Background: an optimization exercise with open tools, aiming at small area. Do not read the settings as production practice.
In this exercise RTL edits were held to simulation tests only and were not proved equivalent to the original.
No activity file was given, so power comes from the tool's default toggle rates.

==> design.v <==
`timescale 1ns / 1ps
module muldiv(
    input           clk,
    input           rst,
    input           ph1,       
    input           mul,       
    input           sga,       
    input           sgb,       
    input  [31:0]   a,
    input  [31:0]   b,
    output [31:0]   ow,        
    output [31:0]   oh         
    );
    wire na = sga & a[31];
    wire nb = sgb & b[31];
    wire [31:0] ua;
    cneg32 neg_a(.x(a), .n(na), .ci(1'b0), .y(ua), .any());
    wire inv = mul ? nb : ~nb;
    wire [31:0] k = b ^ {32{inv}};
    wire [31:0] zb;
    assign zb[31] = 1'b1;
    genvar zi;
    generate
        for (zi = 30; zi >= 0; zi = zi - 1) begin : g_zb
            assign zb[zi] = zb[zi+1] & k[zi+1];
        end
    endgenerate
    reg  [31:0] st_w;
    reg  [15:0] st_h;
    wire [31:0] row_in  [0:16];
    wire [15:0] u0, u1;
    assign row_in[0] = ph1 ? 32'b0 : st_w;
    genvar p, j;
    generate
        for (p = 0; p < 16; p = p + 1) begin : g_row
            localparam POL = p % 2;
            wire abit = ph1 ? ua[31 - p] : ua[15 - p];
            wire [31:0] y = { row_in[p][30:0], (~mul & abit) ^ POL[0] };
            wire [32:0] c;
            wire [31:0] s;
            assign c[0] = inv ^ POL[0];
            for (j = 0; j < 32; j = j + 1) begin : g_cell
                wire x = k[j] ^ POL[0];
                assign s[j]   = y[j] ^ x ^ c[j];
                assign c[j+1] = (y[j] & x) | (c[j] & (y[j] ^ x));
            end
            wire co   = c[32] ^ POL[0];
            wire top  = row_in[p][31] ^ POL[0];
            wire q    = ph1 ? (zb[p] & (c[p+1] ^ POL[0])) : (zb[p+16] & (c[p+17] ^ POL[0]));
            wire sel  = mul ? abit : q;
            assign row_in[p+1] = ~(sel ? s : y);
            assign u0[p] = mul ? (top ^ (abit & co)) : q;
            assign u1[p] = mul & abit & top & co;
        end
    endgenerate
    wire [15:0] p0, p1;
    generate
        for (j = 0; j < 16; j = j + 1) begin : g_pbits
            assign p0[j] = u0[15 - j];
            assign p1[j] = u1[15 - j];
        end
    endgenerate
    wire [15:0] h1;
    wire [16:0] c1;
    assign c1[0] = 1'b0;
    generate
        for (j = 0; j < 16; j = j + 1) begin : g_h1
            wire b1 = (j == 0) ? 1'b0 : p1[j-1];
            assign h1[j]   = p0[j] ^ b1 ^ c1[j];
            assign c1[j+1] = (p0[j] & b1) | (c1[j] & (p0[j] ^ b1));
        end
    endgenerate
    always @(negedge clk or posedge rst)
        if (rst) begin
            st_w <= 32'b0;
            st_h <= 16'b0;
        end else begin
            st_w <= row_in[16];
            st_h <= h1;
        end
    wire [31:0] w = row_in[16];
    wire [31:0] mh;
    wire [32:0] hc;
    assign hc[0] = 1'b0;
    generate
        for (j = 0; j < 32; j = j + 1) begin : g_hadd
            wire ha = (j < 16) ? p0[j] : st_h[j-16];
            wire hb = (j == 0) ? 1'b0 : ((j <= 16) ? p1[j-1] : 1'b0);
            assign mh[j]   = ha ^ hb ^ hc[j];
            assign hc[j+1] = (ha & hb) | (hc[j] & (ha ^ hb));
        end
    endgenerate
    wire n_h = na ^ nb;
    wire n_w = mul ? n_h : na;
    wire w_any;
    cneg32 neg_w(.x(w),  .n(n_w), .ci(1'b0),        .y(ow), .any(w_any));
    cneg32 neg_h(.x(mh), .n(n_h), .ci(mul & w_any), .y(oh), .any());
endmodule
module cneg32(
    input  [31:0] x,
    input         n,
    input         ci,
    output [31:0] y,
    output        any
    );
    wire [32:0] o;
    assign o[0] = ci;
    genvar j;
    generate
        for (j = 0; j < 32; j = j + 1) begin : g
            assign y[j]   = x[j] ^ (n & o[j]);
            assign o[j+1] = o[j] | x[j];
        end
    endgenerate
    assign any = o[32];
endmodule
`timescale 1ns / 1ps
module cpu(
    input           clk,
    input           rst,
    output [31:0]   pc,
    input  [31:0]   imem_data,
    output          dmem_en,
    output          dmem_we,
    output [3:0]    dmem_be,
    output [9:0]    dmem_addr,
    output [31:0]   dmem_wdata,
    input  [31:0]   dmem_rdata,
    output [31:0]   out_reg6,
    output [31:0]   out_reg7,
    output [31:0]   out_reg15,
    output [31:0]   out_reg16
);
    localparam F_ADD = 5'd0, F_SUB = 5'd1, F_AND = 5'd2, F_OR = 5'd3, F_XOR = 5'd4,
               F_NOR = 5'd5, F_LUI = 5'd6, F_SLT = 5'd7, F_SLTU = 5'd8, F_MDHI = 5'd9,
               F_A = 5'd12, F_HI = 5'd13, F_LO = 5'd14, F_CLZ = 5'd15, F_MUL = 5'd16;
    localparam H_MUL = 2'd0, H_DIV = 2'd1, H_RS = 2'd2;
    localparam S_W = 2'd0, S_H = 2'd1, S_B = 2'd2;
    reg  [31:0] pc_r;
    reg  [31:0] id_instr;
    reg  [31:0] id_pc4;
    reg         f_stall, f_is_rs, f_is_rt;
    reg  [31:0] f_rs, f_rt;
    wire        n_stall, n_is_rs, n_is_rt;
    wire [31:0] n_rs, n_rt;
    reg  [31:0] e_a, e_b;
    reg  [4:0]  e_fn;
    reg         e_hw, e_lw, e_sga, e_sgb;
    reg  [1:0]  e_hsrc;
    reg         e_men, e_mwe, e_msg;
    reg  [1:0]  e_msz;
    reg         e_wena, e_mfc0;
    reg  [4:0]  e_rdc;
    reg  [31:0] m_val;
    reg  [11:0] m_addr;
    reg         m_en, m_we, m_sg;
    reg  [1:0]  m_sz;
    reg         m_wena, m_mfc0;
    reg  [4:0]  m_rdc;
    reg  [31:0] w_val;
    reg         w_wena;
    reg  [4:0]  w_rdc;
    reg  [31:0] hl_a, hl_b;    
    wire        stall = n_stall;
    reg ph_p, ph_n;
    always @(posedge clk or posedge rst)
        if (rst) ph_p <= 1'b0;
        else     ph_p <= ~ph_p;
    always @(negedge clk or posedge rst)
        if (rst) ph_n <= 1'b0;
        else     ph_n <= ph_p;
    wire ph1 = ph_p ^ ph_n;
    wire [31:0] ins = id_instr;
    wire [5:0]  op  = ins[31:26];
    wire [5:0]  fn  = ins[5:0];
    wire [4:0]  rsc = ins[25:21];
    wire [4:0]  rtc = ins[20:16];
    wire [4:0]  rdf = ins[15:11];
    wire        opR = (op == 6'b000000);
    wire d_addi    = (op == 6'b001000);
    wire d_addiu   = (op == 6'b001001);
    wire d_andi    = (op == 6'b001100);
    wire d_ori     = (op == 6'b001101);
    wire d_sltiu   = (op == 6'b001011);
    wire d_lui     = (op == 6'b001111);
    wire d_xori    = (op == 6'b001110);
    wire d_slti    = (op == 6'b001010);
    wire d_beq     = (op == 6'b000100);
    wire d_bne     = (op == 6'b000101);
    wire d_j       = (op == 6'b000010);
    wire d_jal     = (op == 6'b000011);
    wire d_bgez    = (op == 6'b000001);
    wire d_lw      = (op == 6'b100011);
    wire d_lh      = (op == 6'b100001);
    wire d_lhu     = (op == 6'b100101);
    wire d_lb      = (op == 6'b100000);
    wire d_lbu     = (op == 6'b100100);
    wire d_sw      = (op == 6'b101011);
    wire d_sh      = (op == 6'b101001);
    wire d_sb      = (op == 6'b101000);
    wire d_addu    = opR & (fn == 6'b100001);
    wire d_and     = opR & (fn == 6'b100100);
    wire d_jr      = opR & (fn == 6'b001000);
    wire d_xor     = opR & (fn == 6'b100110);
    wire d_nor     = opR & (fn == 6'b100111);
    wire d_or      = opR & (fn == 6'b100101);
    wire d_sll     = opR & (fn == 6'b000000);
    wire d_sllv    = opR & (fn == 6'b000100);
    wire d_sltu    = opR & (fn == 6'b101011);
    wire d_sra     = opR & (fn == 6'b000011);
    wire d_srl     = opR & (fn == 6'b000010);
    wire d_subu    = opR & (fn == 6'b100011);
    wire d_add     = opR & (fn == 6'b100000);
    wire d_sub     = opR & (fn == 6'b100010);
    wire d_slt     = opR & (fn == 6'b101010);
    wire d_srlv    = opR & (fn == 6'b000110);
    wire d_srav    = opR & (fn == 6'b000111);
    wire d_divu    = opR & (fn == 6'b011011);
    wire d_jalr    = opR & (fn == 6'b001001);
    wire d_mfhi    = opR & (fn == 6'b010000);
    wire d_mflo    = opR & (fn == 6'b010010);
    wire d_mthi    = opR & (fn == 6'b010001);
    wire d_mtlo    = opR & (fn == 6'b010011);
    wire d_multu   = opR & (fn == 6'b011001);
    wire d_syscall = opR & (fn == 6'b001100);
    wire d_div     = opR & (fn == 6'b011010);
    wire d_teq     = opR & (fn == 6'b110100);
    wire d_break   = opR & (fn == 6'b001101);
    wire d_clz     = (op == 6'b011100) & (fn == 6'b100000);
    wire d_mul     = (op == 6'b011100) & (fn == 6'b000010);
    wire d_eret    = (op == 6'b010000) & (fn == 6'b011000);
    wire d_mfc0    = (ins[31:21] == 11'b01000000000) & (ins[10:3] == 8'b0);
    wire d_mtc0    = (ins[31:21] == 11'b01000000100) & (ins[10:3] == 8'b0);
    wire d_load  = d_lw | d_lh | d_lhu | d_lb | d_lbu;
    wire d_store = d_sw | d_sh | d_sb;
    wire rs_rena = d_addi | d_addiu | d_andi | d_ori | d_sltiu | d_xori | d_slti | d_addu |
                   d_and | d_beq | d_bne | d_jr | d_xor | d_nor | d_or | d_sllv | d_sltu |
                   d_subu | d_add | d_sub | d_slt | d_srlv | d_srav | d_clz | d_divu |
                   d_jalr | d_load | d_store | d_mul | d_multu | d_teq | d_div;
    wire rt_rena = d_addu | d_and | d_beq | d_bne | d_xor | d_nor | d_or | d_sll | d_sllv |
                   d_sltu | d_sra | d_srl | d_subu | d_add | d_sub | d_slt | d_srlv |
                   d_srav | d_divu | d_store | d_mtc0 | d_mul | d_multu | d_teq | d_div;
    wire grp_r   = d_add | d_addu | d_sub | d_subu | d_and | d_or | d_xor | d_nor | d_slt |
                   d_sltu | d_sll | d_srl | d_sra | d_sllv | d_srlv | d_srav | d_clz |
                   d_jalr | d_mfhi | d_mflo | d_mul;
    wire grp_i   = d_addi | d_addiu | d_andi | d_ori | d_xori | d_load | d_slti | d_sltiu |
                   d_lui | d_mfc0;
    wire rd_wena = grp_r | grp_i | d_jal;
    wire [4:0] rd_addr = grp_i ? rtc : (d_jal ? 5'd31 : rdf);
    wire b_imm    = d_addi | d_addiu | d_andi | d_ori | d_xori | d_slti | d_sltiu | d_load |
                    d_store | d_lui;
    wire imm_sign = d_addi | d_addiu | d_sltiu | d_slti;
    wire [31:0] imm = { {16{imm_sign & ins[15]}}, ins[15:0] };
    wire d_sh_l   = d_sll | d_sllv;
    wire d_sh_ra  = d_sra | d_srav;
    wire d_sh_any = d_sll | d_srl | d_sra | d_sllv | d_srlv | d_srav;
    wire d_sh_var = d_sllv | d_srlv | d_srav;
    wire [4:0] sh_k   = d_sh_var ? rs_v[4:0] : ins[10:6];
    wire       sh_big = d_sh_var & (|rs_v[31:5]);
    wire [4:0]  sh_e  = d_sh_l ? sh_k : (5'd0 - sh_k);
    wire [31:0] sh_oh = 32'b1 << sh_e;
    wire [31:0] sh_pow = sh_big ? { 31'b0, d_sh_ra } : sh_oh;
    genvar si;
    wire sh_hi = d_sh_any & ~d_sh_l & ((sh_k != 5'd0) | sh_big);
    reg [4:0] d_fn;
    always @(*) begin
        if (d_sub | d_subu)              d_fn = F_SUB;
        else if (d_and | d_andi)         d_fn = F_AND;
        else if (d_or | d_ori)           d_fn = F_OR;
        else if (d_xor | d_xori)         d_fn = F_XOR;
        else if (d_nor)                  d_fn = F_NOR;
        else if (d_lui)                  d_fn = F_LUI;
        else if (d_slt | d_slti)         d_fn = F_SLT;
        else if (d_sltu | d_sltiu)       d_fn = F_SLTU;
        else if (sh_hi)                  d_fn = F_MDHI;
        else if (d_sh_any)               d_fn = F_MUL;
        else if (d_jal | d_jalr | d_mfc0 | d_store) d_fn = F_A;
        else if (d_mfhi)                 d_fn = F_HI;
        else if (d_mflo)                 d_fn = F_LO;
        else if (d_clz)                  d_fn = F_CLZ;
        else if (d_mul)                  d_fn = F_MUL;
        else                             d_fn = F_ADD;
    end
    wire [1023:0] gflat;
    wire [31:0]   gvalid;
    assign gflat[31:0] = 32'b0;
    assign gvalid[0]   = 1'b0;
    wire wb_we = w_wena & (w_rdc != 5'd0);
    genvar gi;
    generate
        for (gi = 1; gi < 32; gi = gi + 1) begin : g_gpr
            reg [31:0] q;
            wire we = wb_we & (w_rdc == gi);
            if (gi == 6 || gi == 7 || gi == 15 || gi == 16) begin : g_rst
                always @(posedge clk or posedge rst)
                    if (rst)     q <= 32'b0;
                    else if (we) q <= w_val;
                assign gvalid[gi] = 1'b1;
            end else begin : g_val
                reg v;
                always @(posedge clk)
                    if (we) q <= w_val;
                always @(posedge clk or posedge rst)
                    if (rst)     v <= 1'b0;
                    else if (we) v <= 1'b1;
                assign gvalid[gi] = v;
            end
            assign gflat[gi*32 +: 32] = q;
        end
    endgenerate
    assign out_reg6  = g_gpr[6].q;
    assign out_reg7  = g_gpr[7].q;
    assign out_reg15 = g_gpr[15].q;
    assign out_reg16 = g_gpr[16].q;
    wire [4:0]  rf_ra = ph1 ? rsc : rtc;
    wire [31:0] rf_q  = gflat[rf_ra*32 +: 32] & {32{gvalid[rf_ra]}};
    reg  [31:0] rf_rs_q;
    always @(negedge clk or posedge rst)
        if (rst) rf_rs_q <= 32'b0;
        else     rf_rs_q <= rf_q;
    wire [31:0] rf_rt_q = rf_q;
    wire        byp_rs  = w_wena & (w_rdc == rsc) & (rsc != 5'd0);
    wire        byp_rt  = w_wena & (w_rdc == rtc);
    wire [31:0] rf_rs = byp_rs ? w_val : rf_rs_q;
    wire [31:0] rf_rt = (rt_rena & (rtc != 5'd0)) ? (byp_rt ? w_val : rf_rt_q) : 32'b0;
    wire rt_rd = rt_rena & (rtc != 5'd0);
    wire [31:0] rs_v = (n_rs & {32{n_is_rs}}) | (w_val & {32{~n_is_rs & byp_rs}}) |
                       (rf_rs_q & {32{~n_is_rs & ~byp_rs}});
    wire [31:0] rt_v = (n_rt & {32{n_is_rt}}) | (w_val & {32{~n_is_rt & rt_rd & byp_rt}}) |
                       (rf_rt_q & {32{~n_is_rt & rt_rd & ~byp_rt}});
    wire [1023:0] cflat;
    wire [31:0]   cvalid;
    wire [31:0]   status;
    wire [31:0]   epc;
    wire exc = status[0] & ((d_syscall & status[1]) | (d_break & status[2]) | (d_teq & status[3]));
    wire [4:0] cause = d_break ? 5'b01001 : (d_syscall ? 5'b01000 : (d_teq ? 5'b01101 : 5'b0));
    wire [31:0] epc_in;
    dec30 epc_dec(.x(id_pc4[31:2]), .y(epc_in[31:2]));
    assign epc_in[1:0] = id_pc4[1:0];
    generate
        for (gi = 0; gi < 32; gi = gi + 1) begin : g_c0
            reg [31:0] q;
            wire wsel = d_mtc0 & (rdf == gi);
            if (gi == 12) begin : g_st
                always @(posedge clk or posedge rst)
                    if (rst)         q <= 32'b0;
                    else if (wsel)   q <= rt_v;
                    else if (d_mtc0) q <= q;
                    else if (exc)    q <= { q[26:0], 5'b0 };
                    else if (d_eret) q <= { 5'b0, q[31:5] };
                assign cvalid[gi] = 1'b1;
            end else if (gi == 13) begin : g_ca
                always @(posedge clk or posedge rst)
                    if (rst)                  q <= 32'b0;
                    else if (wsel)            q <= rt_v;
                    else if (~d_mtc0 & exc)   q <= { 25'd0, cause, 2'd0 };
                assign cvalid[gi] = 1'b1;
            end else if (gi == 14) begin : g_epc
                always @(posedge clk or posedge rst)
                    if (rst)                  q <= 32'b0;
                    else if (wsel)            q <= rt_v;
                    else if (~d_mtc0 & exc)   q <= epc_in;
                assign cvalid[gi] = 1'b1;
            end else begin : g_val
                reg v;
                always @(posedge clk)
                    if (wsel) q <= rt_v;
                always @(posedge clk or posedge rst)
                    if (rst)       v <= 1'b0;
                    else if (wsel) v <= 1'b1;
                assign cvalid[gi] = v;
            end
            assign cflat[gi*32 +: 32] = q;
        end
    endgenerate
    assign status = g_c0[12].q;
    assign epc    = g_c0[14].q;
    wire [31:0] c0_rd = cflat[rdf*32 +: 32] & {32{cvalid[rdf] & d_mfc0}};
    wire eq = (rs_v == rt_v);
    wire branch = (d_beq & eq) | (d_bne & ~eq) | d_bgez | d_j | d_jr | d_jal |
                  d_jalr | (d_teq & eq) | (~d_teq & exc);
    wire btaken = (d_beq | d_bne | d_bgez) & branch;
    wire [31:0] pc4_if, baddr;
    inc30 pc_inc(.x(pc_r[31:2]), .y(pc4_if[31:2]));
    assign pc4_if[1:0] = pc_r[1:0];
    wire [1:0] baddr_hi_unused;
    add32 br_add(.a({ 2'b0, id_pc4[31:2] }), .b({ {16{ins[15]}}, ins[15:0] }), .ci(1'b0),
                 .s({ baddr_hi_unused, baddr[31:2] }), .co());
    assign baddr[1:0] = id_pc4[1:0];
    wire [31:0] jaddr  = { id_pc4[31:28], ins[25:0], 2'b00 };
    wire n_eret = d_eret;
    wire n_br   = btaken;
    wire n_j    = d_j | d_jal;
    wire n_jr   = d_jr | d_jalr;
    wire n_exc  = exc;
    wire n_seq  = ~(n_eret | n_br | n_j | n_jr | n_exc);
    wire [31:0] npc = (epc & {32{n_eret}}) | (baddr & {32{n_br}}) | (jaddr & {32{n_j}}) |
                      (rs_v & {32{n_jr}}) | ({32{n_exc}} & 32'h00400004) |
                      (pc4_if & {32{n_seq}});
    assign pc = pc_r;
    always @(posedge clk or posedge rst)
        if (rst)         pc_r <= 32'h00400000;
        else if (~stall) pc_r <= npc;
    always @(posedge clk or posedge rst)
        if (rst)         id_instr <= 32'b0;
        else if (branch) id_instr <= 32'b0;
        else if (~stall) id_instr <= imem_data;
    always @(posedge clk)
        if (~stall) id_pc4 <= pc4_if;
    wire d_mem    = d_load | d_store;
    wire e_sel_rt = d_sh_any | d_store;
    wire e_sel_rs = ~(e_sel_rt | d_jal | d_jalr | d_mfc0);
    wire [11:0] maddr;
    add12 ma_add(.a(rs_v[11:0]), .b(ins[11:0]), .s(maddr));
    wire e_load = e_men & ~e_mwe;
    always @(posedge clk or posedge rst)
        if (rst) begin
            e_wena <= 1'b0; e_men <= 1'b0; e_hw <= 1'b0; e_lw <= 1'b0;
        end else if (stall) begin
            e_wena <= 1'b0; e_men <= 1'b0; e_hw <= 1'b0; e_lw <= 1'b0;
        end else begin
            e_wena <= rd_wena;
            e_men  <= d_load | d_store;
            e_hw   <= d_mul | d_multu | d_div | d_divu | d_mthi;
            e_lw   <= d_mul | d_multu | d_div | d_divu | d_mtlo;
        end
    always @(posedge clk) begin
        e_a    <= (rt_v & {32{e_sel_rt}}) | (rs_v & {32{e_sel_rs}}) |
                  (id_pc4 & {32{d_jal | d_jalr}}) | c0_rd;
        e_b    <= (sh_pow & {32{d_sh_any}}) | (imm & {32{b_imm & ~d_mem}}) |
                  ({ 20'b0, maddr } & {32{d_mem}}) | (rt_v & {32{~d_sh_any & ~b_imm}});
        e_fn   <= d_fn;
        e_sga  <= d_mul | d_div | d_sh_ra;
        e_sgb  <= d_mul | d_div;
        e_hsrc <= (d_div | d_divu) ? H_DIV : H_MUL;
        e_mwe  <= d_store;
        e_msz  <= (d_lh | d_lhu | d_sh) ? S_H : ((d_lb | d_lbu | d_sb) ? S_B : S_W);
        e_msg  <= d_lh | d_lb;
        e_rdc  <= rd_addr;
        e_mfc0 <= d_mfc0;
    end
    wire [31:0] A = e_a;
    wire [31:0] B = e_b;
    wire        sub = (e_fn == F_SUB) | (e_fn == F_SLT) | (e_fn == F_SLTU);
    wire [32:0] sum;
    add32 alu_add(.a(A), .b(B ^ {32{sub}}), .ci(sub), .s(sum[31:0]), .co(sum[32]));
    wire        lt_u = ~sum[32];
    wire        lt_s = (A[31] ^ B[31]) ? A[31] : sum[31];
    reg [5:0] clz;
    integer ci;
    always @(*) begin
        clz = 6'd32;
        for (ci = 0; ci < 32; ci = ci + 1)
            if (A[ci]) clz = 6'd31 - ci[5:0];
    end
    wire [31:0] md_hi, md_lo;    
    muldiv muldiv_inst(
        .clk(clk), .rst(rst), .ph1(ph1), .mul(e_hsrc == H_MUL), .sga(e_sga), .sgb(e_sgb),
        .a(A), .b(B), .oh(md_hi), .ow(md_lo));
    wire [3:0] lg_tt = (e_fn == F_AND) ? 4'b1000 :
                       (e_fn == F_OR)  ? 4'b1110 :
                       (e_fn == F_XOR) ? 4'b0110 : 4'b0001;
    wire [31:0] lg;
    generate
        for (si = 0; si < 32; si = si + 1) begin : g_lg
            assign lg[si] = lg_tt[{ A[si], B[si] }];
        end
    endgenerate
    wire f_arith = (e_fn == F_ADD) | (e_fn == F_SUB);
    wire f_logic = (e_fn == F_AND) | (e_fn == F_OR) | (e_fn == F_XOR) | (e_fn == F_NOR);
    wire [31:0] ex_val = (sum[31:0] & {32{f_arith}}) | (lg & {32{f_logic}}) |
                         ({ B[15:0], 16'b0 } & {32{e_fn == F_LUI}}) |
                         { 31'b0, (lt_s & (e_fn == F_SLT)) | (lt_u & (e_fn == F_SLTU)) } |
                         (md_hi & {32{e_fn == F_MDHI}}) | (md_lo & {32{e_fn == F_MUL}}) |
                         (A & {32{e_fn == F_A}}) |
                         (hl_a & {32{((e_fn == F_HI) & hi_v & ~hl_s) | ((e_fn == F_LO) & lo_v & hl_s)}}) |
                         (hl_b & {32{((e_fn == F_HI) & hi_v & hl_s) | ((e_fn == F_LO) & lo_v & ~hl_s)}}) |
                         ({ 26'b0, clz } & {32{e_fn == F_CLZ}});
    wire [31:0] ex_fwd = e_mfc0 ? 32'b0 : ex_val;
    reg hi_v, lo_v;
    reg hl_s;
    wire hl_we_a = (e_hw & ~hl_s) | (e_lw & hl_s);
    wire hl_we_b = (e_hw & hl_s) | (e_lw & ~hl_s);
    always @(posedge clk) begin
        if (hl_we_a) hl_a <= md_lo;
        if (hl_we_b) hl_b <= md_hi;
        if (e_hw & e_lw) hl_s <= (e_hsrc == H_MUL);
    end
    always @(posedge clk or posedge rst)
        if (rst) begin
            hi_v <= 1'b0;
            lo_v <= 1'b0;
        end else begin
            if (e_hw) hi_v <= 1'b1;
            if (e_lw) lo_v <= 1'b1;
        end
    always @(posedge clk or posedge rst)
        if (rst) begin
            m_en   <= 1'b0;
            m_wena <= 1'b0;
        end else begin
            m_en   <= e_men;
            m_wena <= e_wena;
        end
    always @(posedge clk) begin
        m_val  <= ex_val;
        m_addr <= B[11:0];
        m_we   <= e_mwe;
        m_sz   <= e_msz;
        m_sg   <= e_msg;
        m_rdc  <= e_rdc;
        m_mfc0 <= e_mfc0;
    end
    wire [1:0] alo = m_addr[1:0];
    assign dmem_en   = m_en;
    assign dmem_we   = m_we;
    assign dmem_addr = m_addr[11:2];
    assign dmem_be   = (m_sz == S_W) ? 4'b1111 :
                       (m_sz == S_H) ? ((alo == 2'b00) ? 4'b0011 : ((alo == 2'b10) ? 4'b1100 : 4'b0000)) :
                       (4'b0001 << alo);
    assign dmem_wdata = (m_sz == S_W) ? m_val :
                        (m_sz == S_H) ? { m_val[15:0], m_val[15:0] } : {4{m_val[7:0]}};
    reg [31:0] ld;
    always @(*) begin
        case (m_sz)
            S_H: begin
                case (alo)
                    2'b00:   ld = { {16{m_sg & dmem_rdata[15]}}, dmem_rdata[15:0] };
                    2'b10:   ld = { {16{m_sg & dmem_rdata[31]}}, dmem_rdata[31:16] };
                    default: ld = 32'b0;
                endcase
            end
            S_B: begin
                case (alo)
                    2'b00:   ld = { {24{m_sg & dmem_rdata[7]}},  dmem_rdata[7:0] };
                    2'b01:   ld = { {24{m_sg & dmem_rdata[15]}}, dmem_rdata[15:8] };
                    2'b10:   ld = { {24{m_sg & dmem_rdata[23]}}, dmem_rdata[23:16] };
                    default: ld = { {24{m_sg & dmem_rdata[31]}}, dmem_rdata[31:24] };
                endcase
            end
            default: ld = dmem_rdata;
        endcase
    end
    wire        m_load  = m_en & ~m_we;
    wire [31:0] wb_in   = m_load ? ld : m_val;
    wire [31:0] mem_fwd = m_mfc0 ? 32'b0 : wb_in;
    always @(posedge clk or posedge rst)
        if (rst) w_wena <= 1'b0;
        else     w_wena <= m_wena;
    always @(posedge clk) begin
        w_val <= wb_in;
        w_rdc <= m_rdc;
    end
    wire ex_hit_rs  = e_wena & rs_rena & (e_rdc == rsc);
    wire ex_hit_rt  = e_wena & rt_rena & (e_rdc == rtc);
    wire mem_hit_rs = m_wena & rs_rena & (m_rdc == rsc);
    wire mem_hit_rt = m_wena & rt_rena & (m_rdc == rtc);
    assign n_stall = ~f_stall & (ex_hit_rs | ex_hit_rt) & e_load;
    assign n_is_rs = f_stall ? f_is_rs : (ex_hit_rs | mem_hit_rs);
    assign n_is_rt = f_stall ? f_is_rt : (ex_hit_rt | mem_hit_rt);
    wire rs_mem = f_stall ? f_is_rs : (~ex_hit_rs & mem_hit_rs);
    wire rs_ex  = ~f_stall & ex_hit_rs & ~e_load;
    wire rs_old = ~rs_mem & ~rs_ex;
    wire rt_mem = f_stall ? (~f_is_rs & f_is_rt) : (~ex_hit_rt & mem_hit_rt);
    wire rt_ex  = ~f_stall & ex_hit_rt & ~e_load;
    wire rt_old = ~rt_mem & ~rt_ex;
    assign n_rs = (wb_in  & {32{rs_mem & ~m_mfc0}}) | (ex_val & {32{rs_ex & ~e_mfc0}}) |
                  (f_rs   & {32{rs_old}});
    assign n_rt = (wb_in  & {32{rt_mem & ~m_mfc0}}) | (ex_val & {32{rt_ex & ~e_mfc0}}) |
                  (f_rt   & {32{rt_old}});
    always @(posedge clk or posedge rst)
        if (rst) begin
            f_stall <= 1'b0;
            f_is_rs <= 1'b0;
            f_is_rt <= 1'b0;
            f_rs    <= 32'b0;
            f_rt    <= 32'b0;
        end else begin
            f_stall <= n_stall;
            f_is_rs <= n_is_rs;
            f_is_rt <= n_is_rt;
            f_rs    <= n_rs;
            f_rt    <= n_rt;
        end
endmodule
module add32(
    input  [31:0] a,
    input  [31:0] b,
    input         ci,
    output [31:0] s,
    output        co
    );
    wire [32:0] c;
    assign c[0] = ci;
    genvar j;
    generate
        for (j = 0; j < 32; j = j + 1) begin : g
            assign s[j]   = a[j] ^ b[j] ^ c[j];
            assign c[j+1] = (a[j] & b[j]) | (c[j] & (a[j] ^ b[j]));
        end
    endgenerate
    assign co = c[32];
endmodule
module inc30(
    input  [29:0] x,
    output [29:0] y
    );
    wire [30:0] c;
    assign c[0] = 1'b1;
    genvar j;
    generate
        for (j = 0; j < 30; j = j + 1) begin : g
            assign y[j]   = x[j] ^ c[j];
            assign c[j+1] = x[j] & c[j];
        end
    endgenerate
endmodule
module dec30(
    input  [29:0] x,
    output [29:0] y
    );
    wire [30:0] bw;
    assign bw[0] = 1'b1;
    genvar j;
    generate
        for (j = 0; j < 30; j = j + 1) begin : g
            assign y[j]    = x[j] ^ bw[j];
            assign bw[j+1] = ~x[j] & bw[j];
        end
    endgenerate
endmodule
module add12(
    input  [11:0] a,
    input  [11:0] b,
    output [11:0] s
    );
    wire [12:0] c;
    assign c[0] = 1'b0;
    genvar j;
    generate
        for (j = 0; j < 12; j = j + 1) begin : g
            assign s[j]   = a[j] ^ b[j] ^ c[j];
            assign c[j+1] = (a[j] & b[j]) | (c[j] & (a[j] ^ b[j]));
        end
    endgenerate
endmodule
==> flow/run.sh <==
#!/bin/bash
# 1. the standard synthesis, unchanged.
# 2. Area-oriented re-mapping of its combinational gates (flow/remap.tcl);
#    registers, adder cells and tie cells are untouched.
# 3. the standard layout of that netlist, with ports buffered by the
#    smallest buffer and a clock tree with larger leaf clusters and no
#    dummy loads.
# Each tool's output goes to a log file of its own in this folder.
set -euo pipefail
W=$PWD
bash standard.sh synth > log_1_synth.log 2>&1
R=orfs/results/$FLOW_PLATFORM/cpu/base
cp $R/1_2_yosys.v standard_synth.v
mv orfs orfs_synth
YOSYS=$(command -v yosys || echo $FLOW_HOME/../tools/install/yosys/bin/yosys)
REMAP_LIB=$FLOW_HOME/platforms/$FLOW_PLATFORM/lib/sky130_fd_sc_hd__tt_025C_1v80.lib \
REMAP_IN=$W/standard_synth.v REMAP_OUT=$W/remapped.v REMAP_TOP=$FLOW_TOP \
REMAP_SCRIPT=$W/flow/remap.abc REMAP_DIR=$W \
  $YOSYS -c flow/remap.tcl > log_2_remap.log 2>&1
bash standard.sh \
  "SYNTH_NETLIST_FILES=$W/remapped.v" \
  "BUFFER_PORTS_ARGS=-buffer_cell sky130_fd_sc_hd__buf_1" \
  "CTS_ARGS=-sink_clustering_enable -repair_clock_nets -dont_use_dummy_load -buf_list sky130_fd_sc_hd__clkbuf_8 -sink_clustering_size 16 -sink_clustering_max_diameter 60" \
  finish > log_3_layout.log 2>&1
==> flow/remap.abc <==
strash
dch -f
amap -F 4 -A 10 -m
topo
==> flow/remap.tcl <==
# Re-map the combinational logic of the standard synthesis with an
# area-oriented ABC script.  Flip-flops, adder cells and tie cells are kept
# as they are (same instances, names and cell types); only the gates between
# them are unmapped to plain logic and mapped again.
yosys -import
set lib $::env(REMAP_LIB)
set dir $::env(REMAP_DIR)
set keep {sky130_fd_sc_hd__df* sky130_fd_sc_hd__edf* sky130_fd_sc_hd__sdf* sky130_fd_sc_hd__sedf*
          sky130_fd_sc_hd__dlx* sky130_fd_sc_hd__dlr* sky130_fd_sc_hd__dlclkp* sky130_fd_sc_hd__sdlclkp*
          sky130_fd_sc_hd__fa_* sky130_fd_sc_hd__fah* sky130_fd_sc_hd__ha_* sky130_fd_sc_hd__conb_*}
set dont_use {}
foreach p {sky130_fd_sc_hd__probe_p_8 sky130_fd_sc_hd__probec_p_8 sky130_fd_sc_hd__lpflow_* sky130_fd_sc_hd__*_0
           sky130_fd_sc_hd__clk* sky130_fd_sc_hd__dly* sky130_fd_sc_hd__buf_*} {
  lappend dont_use -dont_use $p
}

# every cell as its function; the kept ones as black boxes
read_liberty -ignore_miss_func $lib
foreach p $keep { setattr -mod -set blackbox 1 $p }
read_verilog $::env(REMAP_IN)
hierarchy -top $::env(REMAP_TOP)
tee -o $dir/remap_before.txt stat -liberty $lib
flatten
opt -purge
abc -liberty $lib {*}$dont_use -script $::env(REMAP_SCRIPT) -D 500000
opt_clean -purge
setundef -zero
hilomap -singleton -hicell sky130_fd_sc_hd__conb_1 HI -locell sky130_fd_sc_hd__conb_1 LO
insbuf -buf sky130_fd_sc_hd__buf_1 A X
splitnets
opt_clean -purge
# cell definitions for the checks below (flatten dropped the unused ones)
read_liberty -lib -overwrite $lib
tee -o $dir/remap_after.txt stat -liberty $lib
check -assert
write_verilog -noattr -nohex -nodec $::env(REMAP_OUT)
==> standard.sh <==
#!/bin/bash
# synth_recipe.tcl (not shown) runs the flow's synth.tcl, then flattens the netlist and writes it again
# the make line also repeats each setting of config.mk as NAME=value (left out here)
make -C /OpenROAD-flow-scripts/flow DESIGN_CONFIG=/design/flow/config.mk WORK_HOME=/design/flow/orfs CLKGATE_MAP_FILE= SYNTH_SCRIPT=/design/flow/synth_recipe.tcl "${@:-finish}"
==> config.mk <==
export PLATFORM = sky130hd
export DESIGN_NAME = cpu
export DESIGN_NICKNAME = cpu
export VERILOG_FILES = /design/flow/design.v
export SDC_FILE = /design/flow/constraint.sdc
export NUM_CORES = 8
export LEC_CHECK = 0
export ABC_AREA = 1
export CAP_MARGIN = 20
export CORE_MARGIN = 2
export CORE_UTILIZATION = 65
export PLACE_DENSITY = 0.75
export SLEW_MARGIN = 20
==> constraint.sdc <==
create_clock -name core_clock -period 500.0 [get_ports {clk}]
set_input_delay 100.0000 -clock core_clock [delete_from_list [all_inputs] [get_ports {clk}]]
set_output_delay 100.0000 -clock core_clock [all_outputs]
set_load 0.01 [all_outputs]
==> results.yml, run 1 <==
hold_path:
  hold_start: "e_msg$_DFF_P_"
  whs_endpoint: "m_sg$_DFF_P_"
  min_path_type: "reg -> reg"
  whs_path_depth: 0
floorplan:
  die_y_um: 435
  die_w_um: 435
  num_rows: 158
  die_area_sq_mm: 0.189
  start_util_pct: 65.2
  core_region_area_sq_mm: 0.185
  ios: 274
power_and_ir_drop:
  power_switching_w: 0.000273
  pg_comb_w: 0.000274
  power.internal_w: 0.000379
  leakagePower_nw: 47.8
  swShare_pct: 41.9
  p_per_area_mw_per_mm2: 4.98
  pg_clk_w: 0.0000987
  p_clk_share_pct: 15.1
  power_frac_seq_pct: 42.8
  powerSeq_w: 0.000279
  maxPowerGroup: "registers"
  peakVddDrop_uv: 4.81
  combPwrFrac_pct: 42.1
critical_path:
  critPathArrivalTime_ps: 445690
  ff2ff_setup_slack_ps: 55250
  cp.required_ps: 500940
  worstPathMaxFanout: 48
  crit_end: "pc_r[15]$_DFFE_PP0N_"
  slowest_delay_ps: 740
  rr_worst_depth: 611
  crit_path_end_kind: "register"
  critPathMostFrequentCell: "fa_1"
  cp.buffers_inverters: 79
  critical_path_class: "reg -> reg"
  cp_num_cells: 611
  reg2reg_from: "ph_n$_DFF_NP0_"
  slowest_stage: "inv_1"
  cp-start-kind: "register"
  crit_path_start: "ph_n$_DFF_NP0_"
  critPathTopFamily: "adder cells"
  reg2reg_to: "pc_r[15]$_DFFE_PP0N_"
clock_tree:
  cts_hold_buffers: 0
  cts.sinks: 2564
  post_cts_resize_count: 0
  postCtsSetupBuffers: 0
  cts_tree: "done"
  numCtsBuffers: 192
  clk_pin_slew_ps: 90
  htreeDepth: 4
  clock_latency_ps: 1050
  clockBufferDepth: 3
  clock-root-buffer: "clkbuf_8"
drt:
  via_per_inst: 7.71
  vias: 95900
  postRouteAntennaNets: 0
  wirelength_um: 460000
  drc: 0
  drt_first_pass_iters: 17
  drt_iter0_markers: 17800
  wl_per_cell_um: 37.0
timing:
  setup_viol: 0
  relSlewSlack_pct: 12.8
  hold_viol_final: 0
  fin_worst_skew_ps: 226
  tightest_slew_ps: 1300
  slew_violations: 0
  tns_ps: 0
  rsz0062_at_grt: "no"
  finalWorstSetupSlack_ps: 55250
global_route:
  grt.total_usage_pct: 48.5
  globalRouteOverflowTotal: 0
  grt_start_max_net_pins: 145
  antenna_found_initial: 31
  grt_first_pass_wirelength_um: 650000
  grt_pass1_vias: 91000
final_layout:
  fin_nets: 10700
  final_cell_mix: "1889 x edfxtp_1, 1027 x o22ai_1, 800 x inv_1"
  final_common_cell: "edfxtp_1"
  drive_above_1_share_pct: 7.59
  fin_util_pct: 70.8
  area_delta_synth_final_pct: 8.52
place:
  post-place-ws_ps: 55810
  place.gp.congestion: 1.08
  dpl.hpwl_um: 308000
  portBuffers: 273
synth:
  ys.warnings.count: 0
  syn-num-nets: 9978
  synth.avg_cell_area_sq_um: 13.0
  synthCells: 9254
  syn_area_sq_mm: 0.121
outcome:
  status: "finished clean"
flow_run:
  maxCapViolCount: 0
==> layout make-up <==
class | instances | area [sq um]
Inverter | 827 | 3160
Multi-Input combinational cell | 5695 | 45000
Sequential cell | 2564 | 72800
Fill cell | 12500 | 54000
Clock buffer | 192 | 2640
Antenna cell | 23 | 57.6
Timing Repair Buffer | 665 | 4120
Tap cell | 2480 | 3100
==> through the flow <==
stage                     hold WS (ps)  std cells  cell area (sq um)  power, W
after floorplan                    310       9254             121000  0.000442
after global placement             319      12200             128000  0.000537
after detailed placement           323      12200             128000  0.000545
after CTS                          345      12400             131000  0.000639
after global routing               345      12400             131000  0.000678
final                              343      12400             131000  0.000652
==> registers in the layout, indices dropped and copies added, names as in the netlist, 12 cells and up <==
signal,count
id_pc4,32
hl_a,32
f_rt,32
pc_r,32
w_val,32
hl_b,32
id_instr,32
e_b,32
m_addr,12
f_rs,32
e_a,32
g_gpr.q,992
muldiv_inst.st_h,16
g_gpr.g_val.v,27
rf_rs_q,32
muldiv_inst.st_w,32
m_val,32
g_c0.genblk1.genblk1.g_val.v,29
g_c0.q,1024
==> per-layer routing <==
metal  vias to the layer above  routed length [um]  GRT usage (%)
met1                     46900              148000           61.6
li1                      38000                   -              -
met4                        23               42800           35.8
met5                         -                 215          0.692
met2                      8929              198000           70.2
met3                      2084               70700           15.8
==> run 2, diff against run 1 <==
--- a/design.v
+++ b/design.v
@@ -140,3 +140,3 @@
     reg  [31:0] id_instr;
-    reg  [31:0] id_pc4;
+    reg  [31:0] id_pc;       
     reg         f_stall, f_is_rs, f_is_rt;
@@ -276,3 +276,3 @@
         else if (d_sh_any)               d_fn = F_MUL;
-        else if (d_jal | d_jalr | d_mfc0 | d_store) d_fn = F_A;
+        else if (d_mfc0 | d_store)       d_fn = F_A;
         else if (d_mfhi)                 d_fn = F_HI;
@@ -336,5 +336,3 @@
     wire [4:0] cause = d_break ? 5'b01001 : (d_syscall ? 5'b01000 : (d_teq ? 5'b01101 : 5'b0));
-    wire [31:0] epc_in;
-    dec30 epc_dec(.x(id_pc4[31:2]), .y(epc_in[31:2]));
-    assign epc_in[1:0] = id_pc4[1:0];
+    wire [31:0] epc_in = id_pc;
     generate
@@ -386,6 +384,7 @@
     wire [1:0] baddr_hi_unused;
-    add32 br_add(.a({ 2'b0, id_pc4[31:2] }), .b({ {16{ins[15]}}, ins[15:0] }), .ci(1'b0),
+    add32 br_add(.a({ 2'b0, id_pc[31:2] }), .b({ {16{ins[15]}}, ins[15:0] }), .ci(1'b1),
                  .s({ baddr_hi_unused, baddr[31:2] }), .co());
-    assign baddr[1:0] = id_pc4[1:0];
-    wire [31:0] jaddr  = { id_pc4[31:28], ins[25:0], 2'b00 };
+    assign baddr[1:0] = id_pc[1:0];
+    wire [3:0] pc4_top = id_pc[31:28] + { 3'b0, &id_pc[27:2] };
+    wire [31:0] jaddr  = { pc4_top, ins[25:0], 2'b00 };
     wire n_eret = d_eret;
@@ -408,3 +407,3 @@
     always @(posedge clk)
-        if (~stall) id_pc4 <= pc4_if;
+        if (~stall) id_pc <= pc_r;
     wire d_mem    = d_load | d_store;
@@ -428,5 +427,6 @@
         e_a    <= (rt_v & {32{e_sel_rt}}) | (rs_v & {32{e_sel_rs}}) |
-                  (id_pc4 & {32{d_jal | d_jalr}}) | c0_rd;
+                  (id_pc & {32{d_jal | d_jalr}}) | c0_rd;
         e_b    <= (sh_pow & {32{d_sh_any}}) | (imm & {32{b_imm & ~d_mem}}) |
-                  ({ 20'b0, maddr } & {32{d_mem}}) | (rt_v & {32{~d_sh_any & ~b_imm}});
+                  ({ 20'b0, maddr } & {32{d_mem}}) | (rt_v & {32{~d_sh_any & ~b_imm}}) |
+                  { 29'b0, d_jal | d_jalr, 2'b0 };
         e_fn   <= d_fn;
@@ -615,16 +615,2 @@
         end
-    endgenerate
-endmodule
-module dec30(
-    input  [29:0] x,
-    output [29:0] y
-    );
-    wire [30:0] bw;
-    assign bw[0] = 1'b1;
-    genvar j;
-    generate
-        for (j = 0; j < 30; j = j + 1) begin : g
-            assign y[j]    = x[j] ^ bw[j];
-            assign bw[j+1] = ~x[j] & bw[j];
-        end
     endgenerate
==> results.yml, run 2 <==
final_layout:
  final_common_cell: "edfxtp_1"
  fin_nets: 10600
  reg_top3: "g_c0.q (1024), g_gpr.q (992)"
  largest_register_ffs: 1024
  final_cell_mix: "1889 x edfxtp_1, 1026 x o22ai_1, 744 x inv_1"
  drive_above_1_share_pct: 7.60
  area_delta_synth_final_pct: 8.60
  n_fill_cell: 12000
  top_register: "g_c0.q"
floorplan:
  start_util_pct: 65.4
  die_y_um: 433
  ios: 274
  die_w_um: 433
  die_area_sq_mm: 0.188
  num_rows: 157
  core_region_area_sq_mm: 0.183
critical_path:
  crit_end: "pc_r[27]$_DFFE_PP0N_"
  slowest_stage: "inv_1"
  cp-start-kind: "register"
  reg2reg_from: "ph_n$_DFF_NP0_"
  critPathTopFamily: "adder cells"
  critPathArrivalTime_ps: 447950
  cp.required_ps: 500910
  critical_path_class: "reg -> reg"
  rr_worst_depth: 607
  crit_path_end_kind: "register"
  slowest_delay_ps: 930
  worstPathMaxFanout: 52
  critPathMostFrequentCell: "fa_1"
  cp_num_cells: 607
  reg2reg_to: "pc_r[27]$_DFFE_PP0N_"
  crit_path_start: "ph_n$_DFF_NP0_"
  cp.buffers_inverters: 71
  ff2ff_setup_slack_ps: 52970
global_route:
  grt_use_met2_pct: 69.6
  grt_first_pass_wirelength_um: 665000
  use_met3_pct: 21.9
  grt.total_usage_pct: 50.2
  globalRouteOverflowTotal: 0
  antenna_found_initial: 34
  grt_pass1_vias: 91700
  globalRoute.busiestLayer: "met2"
  use_met1_pct: 65.0
  grt_start_max_net_pins: 152
clock_tree:
  cts_tree: "done"
  htreeDepth: 4
  post_cts_resize_count: 0
  clk_pin_slew_ps: 90
  clock_latency_ps: 1080
  clockBufferDepth: 3
  numCtsBuffers: 193
  cts.sinks: 2564
  postCtsSetupBuffers: 0
  cts_hold_buffers: 0
  clock-root-buffer: "clkbuf_8"
synth:
  ys.warnings.count: 0
  syn_area_sq_mm: 0.120
  syn-num-nets: 9870
  synthCells: 9172
  synth.avg_cell_area_sq_um: 13.1
hold_path:
  hold_start: "e_mwe$_DFF_P_"
  whs_path_depth: 0
  whs_endpoint: "m_we$_DFF_P_"
  min_path_type: "reg -> reg"
place:
  post-place-ws_ps: 53550
  place.gp.congestion: 1.05
  dpl.hpwl_um: 317000
  portBuffers: 273
power_and_ir_drop:
  p_clk_share_pct: 15.8
  peakVddDrop_uv: 4.67
  combPwrFrac_pct: 39.9
  leakagePower_nw: 47.7
  powerSeq_w: 0.000276
  p_per_area_mw_per_mm2: 4.80
  maxPowerGroup: "registers"
  pg_clk_w: 0.0000988
  swShare_pct: 41.4
  power.internal_w: 0.000366
  pg_comb_w: 0.000249
  power_switching_w: 0.000258
  power_frac_seq_pct: 44.3
timing:
  fin_worst_skew_ps: 276
  tns_ps: 0
  relSlewSlack_pct: 6.66
  setup_viol: 0
  finalWorstSetupSlack_ps: 52970
  tightest_slew_ps: 1400
  slew_violations: 0
  rsz0062_at_grt: "no"
  hold_viol_final: 0
drt:
  postRouteAntennaNets: 0
  wl_per_cell_um: 38.5
  wirelength_um: 475000
  via_per_inst: 7.82
  drt_first_pass_iters: 20
  vias: 96600
  drt_iter0_markers: 19700
  drc: 0
flow_run:
  maxCapViolCount: 0
outcome:
  status: "finished clean"
-- run 2: cell types whose count changed in the layout (fill, tap and decap cells not counted), moves of 26 or more --
cell      before  now
o221ai_1     317  211
a222oi_1     213  273
inv_1        800  744
nor2_1       578  627
a22oi_1       81  121
nand3_1       64  100
o21a_1        79   43
ha_1          91   65
-- run 2: metrics by stage --
stage / cell area [sq um] / instances / total power (W) / utilization, % / hold WS, ps
global placement: 127000 / 12100 / 0.000508 / 69.4 / 324
CTS: 130000 / 12300 / 0.000609 / 70.9 / 365
finish: 130000 / 12300 / 0.000624 / 71.0 / 362
detailed placement: 127000 / 12100 / 0.000516 / 69.5 / 348
floorplan: 120000 / 9172 / 0.000416 / - / 310
global route: 130000 / 12300 / 0.000644 / 71.0 / 362
-- run 2: metal layers --
metal / vias up / wire length (um)
met5: - / 144
met4: 22 / 39100
met3: 2130 / 86000
met2: 10000 / 195000
met1: 46600 / 154000
li1: 37800 / -
-- run 2: final cells by class --
type	count	area [sq um]	share of cell area (%)
Antenna cell	20	50.0	0.0385
Clock buffer	193	2660	2.04
Inverter	769	2940	2.26
Multi-Input combinational cell	5671	44400	34.1
Sequential cell	2564	72800	55.9
Tap cell	2464	3080	2.37
Timing Repair Buffer	668	4180	3.21
==> run 3, diff against run 2 <==
==> flow/remap.abc (replaced) <==
strash
dc2
dch -f
amap -F 4 -A 10 -m
topo
==> results.yml, run 3 <==
place:
  dpl_cell_area_sq_mm: 0.127
  dpl.hpwl_um: 311000
  dp_cells: 12300
  place.gp.congestion: 1.04
  portBuffers: 273
clock_tree:
  cts.sinks: 2564
  cts_tree: "done"
  clockBufferDepth: 3
  post_cts_resize_count: 0
  numCtsBuffers: 188
  clk_pin_slew_ps: 100
  postCtsSetupBuffers: 0
  clock-root-buffer: "clkbuf_8"
  clock_latency_ps: 1040
  cts_hold_buffers: 0
  htreeDepth: 4
critical_path:
  cp.buffers_inverters: 86
  cp-start-kind: "register"
  reg2reg_from: "ph_n$_DFF_NP0_"
  critical_path_class: "reg -> reg"
  cp.required_ps: 500900
  crit_end: "pc_r[22]$_DFFE_PP1N_"
  crit_path_start: "ph_n$_DFF_NP0_"
  critPathTopFamily: "adder cells"
  critPathArrivalTime_ps: 445600
  worstPathMaxFanout: 46
  slowest_stage: "clkinv_1"
  ff2ff_setup_slack_ps: 55300
  slowest_delay_ps: 820
  cp_num_cells: 610
  critPathMostFrequentCell: "fa_1"
  crit_path_end_kind: "register"
  reg2reg_to: "pc_r[22]$_DFFE_PP1N_"
  rr_worst_depth: 610
drt:
  postRouteAntennaNets: 0
  drt_first_pass_iters: 14
  drc: 0
  drt_iter0_markers: 18300
  via_per_inst: 7.70
  vias: 96500
  wl_per_cell_um: 37.3
  wirelength_um: 468000
power_and_ir_drop:
  p_per_area_mw_per_mm2: 4.56
  power_frac_seq_pct: 46.3
  power.internal_w: 0.000355
  peakVddDrop_uv: 4.45
  pg_clk_w: 0.0000983
  swShare_pct: 40.1
  leakagePower_nw: 47.8
  p_total_w: 0.000594
  powerSeq_w: 0.000275
  p_clk_share_pct: 16.6
  maxPowerGroup: "registers"
  power_switching_w: 0.000238
  combPwrFrac_pct: 37.1
  pg_comb_w: 0.000221
final_layout:
  seq_area_sq_mm: 0.0728
  n_fill_cell: 12400
  reg_top3: "g_c0.q (1024), g_gpr.q (992)"
  fin_nets: 10800
  stdcell_area_sq_mm: 0.130
  multi_input_area_sq_mm: 0.0442
  area_delta_synth_final_pct: 8.34
  fin_util_pct: 71.0
  largest_register_ffs: 1024
  top_register: "g_c0.q"
  final_cell_mix: "1889 x edfxtp_1, 1077 x o22ai_1, 886 x inv_1"
  drive_above_1_share_pct: 7.26
  final_common_cell: "edfxtp_1"
  final_cells: 12500
synth:
  synth.avg_cell_area_sq_um: 12.8
  syn_area_sq_mm: 0.120
  ys.warnings.count: 0
  synthCells: 9380
  syn-num-nets: 10100
global_route:
  grt_first_pass_wirelength_um: 663000
  globalRouteOverflowTotal: 0
  grt_pass1_vias: 92900
  antenna_found_initial: 30
  grt_start_max_net_pins: 143
  grt.total_usage_pct: 49.7
outcome:
  status: "finished clean"
flow_run:
  maxCapViolCount: 0
timing:
  fin_worst_skew_ps: 253
  hold_viol_final: 0
  rsz0062_at_grt: "no"
  setup_viol: 0
  tightest_slew_ps: 1360
  tns_ps: 0
  slew_violations: 0
  relSlewSlack_pct: 9.35
floorplan:
  die_w_um: 434
  die_area_sq_mm: 0.188
  core_region_area_sq_mm: 0.183
  die_y_um: 434
  start_util_pct: 65.5
  num_rows: 157
  ios: 274
hold_path:
  min_path_type: "reg -> reg"
  hold_start: "e_msg$_DFF_P_"
  whs_path_depth: 0
  whs_endpoint: "m_sg$_DFF_P_"
-- run 3: area by class of cell --
type,instances,share of cell area (%)
Multi-Input combinational cell,5735,34.0
Antenna cell,21,0.0404
Sequential cell,2564,55.9
Clock buffer,188,1.99
Timing Repair Buffer,654,3.06
Tap cell,2464,2.37
Inverter,913,2.68
-- run 3: metal layers --
layer | wire, um | track usage, % | up-vias
li1 | - | - | 38200
met1 | 147000 | 62.1 | 46900
met2 | 201000 | 71.5 | 9216
met3 | 76900 | 18.4 | 2236
met4 | 42200 | 36.2 | 22
met5 | 144 | 0 | -
-- run 3: per-stage QoR --
| stage | hold slack [ps] | worst slack, ps |
|---|---|---|
| 2_1_floorplan | 310 | 53380 |
| 3_3_place_gp | 329 | 59420 |
| 3_5_place_dp | 326 | 55770 |
| 4_1_cts | 333 | 55690 |
| 5_1_grt | 334 | 45670 |
| 6_report | 329 | 55300 |
==> run 4, diff against run 3 <==
--- a/design.v
+++ b/design.v
@@ -136,3 +136,3 @@
                F_A = 5'd12, F_HI = 5'd13, F_LO = 5'd14, F_CLZ = 5'd15, F_MUL = 5'd16;
-    localparam H_MUL = 2'd0, H_DIV = 2'd1, H_RS = 2'd2;
+    localparam H_MUL = 2'd0, H_DIV = 2'd1;
     localparam S_W = 2'd0, S_H = 2'd1, S_B = 2'd2;
@@ -323,4 +323,2 @@
     wire        byp_rt  = w_wena & (w_rdc == rtc);
-    wire [31:0] rf_rs = byp_rs ? w_val : rf_rs_q;
-    wire [31:0] rf_rt = (rt_rena & (rtc != 5'd0)) ? (byp_rt ? w_val : rf_rt_q) : 32'b0;
     wire rt_rd = rt_rena & (rtc != 5'd0);
@@ -478,3 +476,2 @@
                          ({ 26'b0, clz } & {32{e_fn == F_CLZ}});
-    wire [31:0] ex_fwd = e_mfc0 ? 32'b0 : ex_val;
     reg hi_v, lo_v;
@@ -545,3 +542,2 @@
     wire [31:0] wb_in   = m_load ? ld : m_val;
-    wire [31:0] mem_fwd = m_mfc0 ? 32'b0 : wb_in;
     always @(posedge clk or posedge rst)
==> flow/remap.abc (replaced) <==
strash
dch -f
amap -F 4 -A 10 -m
topo
==> results.yml, run 4 <==
drt:
  wirelength_um: 475000
  drc: 0
  via_per_inst: 7.82
  postRouteAntennaNets: 0
  drt_first_pass_iters: 20
  wl_per_cell_um: 38.5
  drt_iter0_markers: 19700
  vias: 96600
synth:
  synthCells: 9172
  synth.avg_cell_area_sq_um: 13.1
  ys.warnings.count: 0
  syn-num-nets: 9870
  syn_area_sq_mm: 0.120
clock_tree:
  clk_pin_slew_ps: 90
  cts_hold_buffers: 0
  post_cts_resize_count: 0
  numCtsBuffers: 193
  htreeDepth: 4
  clock-root-buffer: "clkbuf_8"
  postCtsSetupBuffers: 0
  clock_latency_ps: 1080
  cts_tree: "done"
  clockBufferDepth: 3
  cts.sinks: 2564
power_and_ir_drop:
  powerSeq_w: 0.000276
  pg_comb_w: 0.000249
  combPwrFrac_pct: 39.9
  power_frac_seq_pct: 44.3
  leakagePower_nw: 47.7
  p_per_area_mw_per_mm2: 4.80
  power.internal_w: 0.000366
  p_clk_share_pct: 15.8
  power_switching_w: 0.000258
  swShare_pct: 41.4
  pg_clk_w: 0.0000988
  maxPowerGroup: "registers"
  peakVddDrop_uv: 4.67
  p_total_w: 0.000624
floorplan:
  die_y_um: 433
  ios: 274
  die_w_um: 433
  start_util_pct: 65.4
  num_rows: 157
  core_region_area_sq_mm: 0.183
  die_area_sq_mm: 0.188
timing:
  slew_violations: 0
  relSlewSlack_pct: 6.66
  tns_ps: 0
  hold_viol_final: 0
  rsz0062_at_grt: "no"
  finalWorstSetupSlack_ps: 52970
  tightest_slew_ps: 1400
  setup_viol: 0
  fin_worst_skew_ps: 276
critical_path:
  slowest_delay_ps: 930
  critPathMostFrequentCell: "fa_1"
  crit_end: "pc_r[27]$_DFFE_PP0N_"
  cp.required_ps: 500910
  slowest_stage: "inv_1"
  cp_num_cells: 607
  critPathTopFamily: "adder cells"
  critPathArrivalTime_ps: 447950
  critical_path_class: "reg -> reg"
  crit_path_end_kind: "register"
  rr_worst_depth: 607
  reg2reg_from: "ph_n$_DFF_NP0_"
  ff2ff_setup_slack_ps: 52970
  cp-start-kind: "register"
  cp.buffers_inverters: 71
  reg2reg_to: "pc_r[27]$_DFFE_PP0N_"
  worstPathMaxFanout: 52
  crit_path_start: "ph_n$_DFF_NP0_"
final_layout:
  largest_register_ffs: 1024
  area_delta_synth_final_pct: 8.60
  fin_util_pct: 71.0
  final_common_cell: "edfxtp_1"
  drive_above_1_share_pct: 7.60
  fin_nets: 10600
  final_cell_mix: "1889 x edfxtp_1, 1026 x o22ai_1, 744 x inv_1"
  reg_top3: "g_c0.q (1024), g_gpr.q (992)"
  top_register: "g_c0.q"
place:
  place.gp.congestion: 1.05
  portBuffers: 273
  dpl.hpwl_um: 317000
  post-place-ws_ps: 53550
global_route:
  antenna_found_initial: 34
  grt_first_pass_wirelength_um: 665000
  globalRouteOverflowTotal: 0
  grt_pass1_vias: 91700
  grt.total_usage_pct: 50.2
  grt_start_max_net_pins: 152
hold_path:
  whs_endpoint: "m_we$_DFF_P_"
  hold_start: "e_mwe$_DFF_P_"
  min_path_type: "reg -> reg"
  whs_path_depth: 0
flow_run:
  maxCapViolCount: 0
outcome:
  status: "finished clean"
run 4: cell types whose count changed in the layout (fill, tap and decap cells not counted), moves of 38 or more:
cell,delta
a221oi_1,+68
a32oi_1,-64
o22a_1,+182
a22oi_1,+43
inv_1,-142
o22ai_1,-51
nand2_1,-163
a22o_1,-38
nor3_1,+45
o21ai_1,-145
o221ai_1,-54
run 4: final cells by class:
type / count / area (sq um)
sequential: 2564 / 72800
fill: 12000 / 53000
multi-input combinational: 5671 / 44400
timing repair buffer: 668 / 4180
tap: 2464 / 3080
inverter: 769 / 2940
clock buffer: 193 / 2660
antenna: 20 / 50.0
run 4: metrics by stage:
step           hold WS (ps)  cells  area (sq um)
3_5_place_dp            348  12100        127000
4_1_cts                 365  12300        130000
3_3_place_gp            324  12100        127000
6_report                362  12300        130000
2_1_floorplan           310   9172        120000
5_1_grt                 362  12300        130000
run 4: layer usage:
layer	vias up	global-route usage, %	share of wire [%]	routed length (um)
met3	2130	21.9	18	86000
li1	37800	-	-	-
met1	46600	65.0	32	154000
met4	22	31.2	8.2	39100
met2	10000	69.6	41	195000
met5	-	0	0.030	144
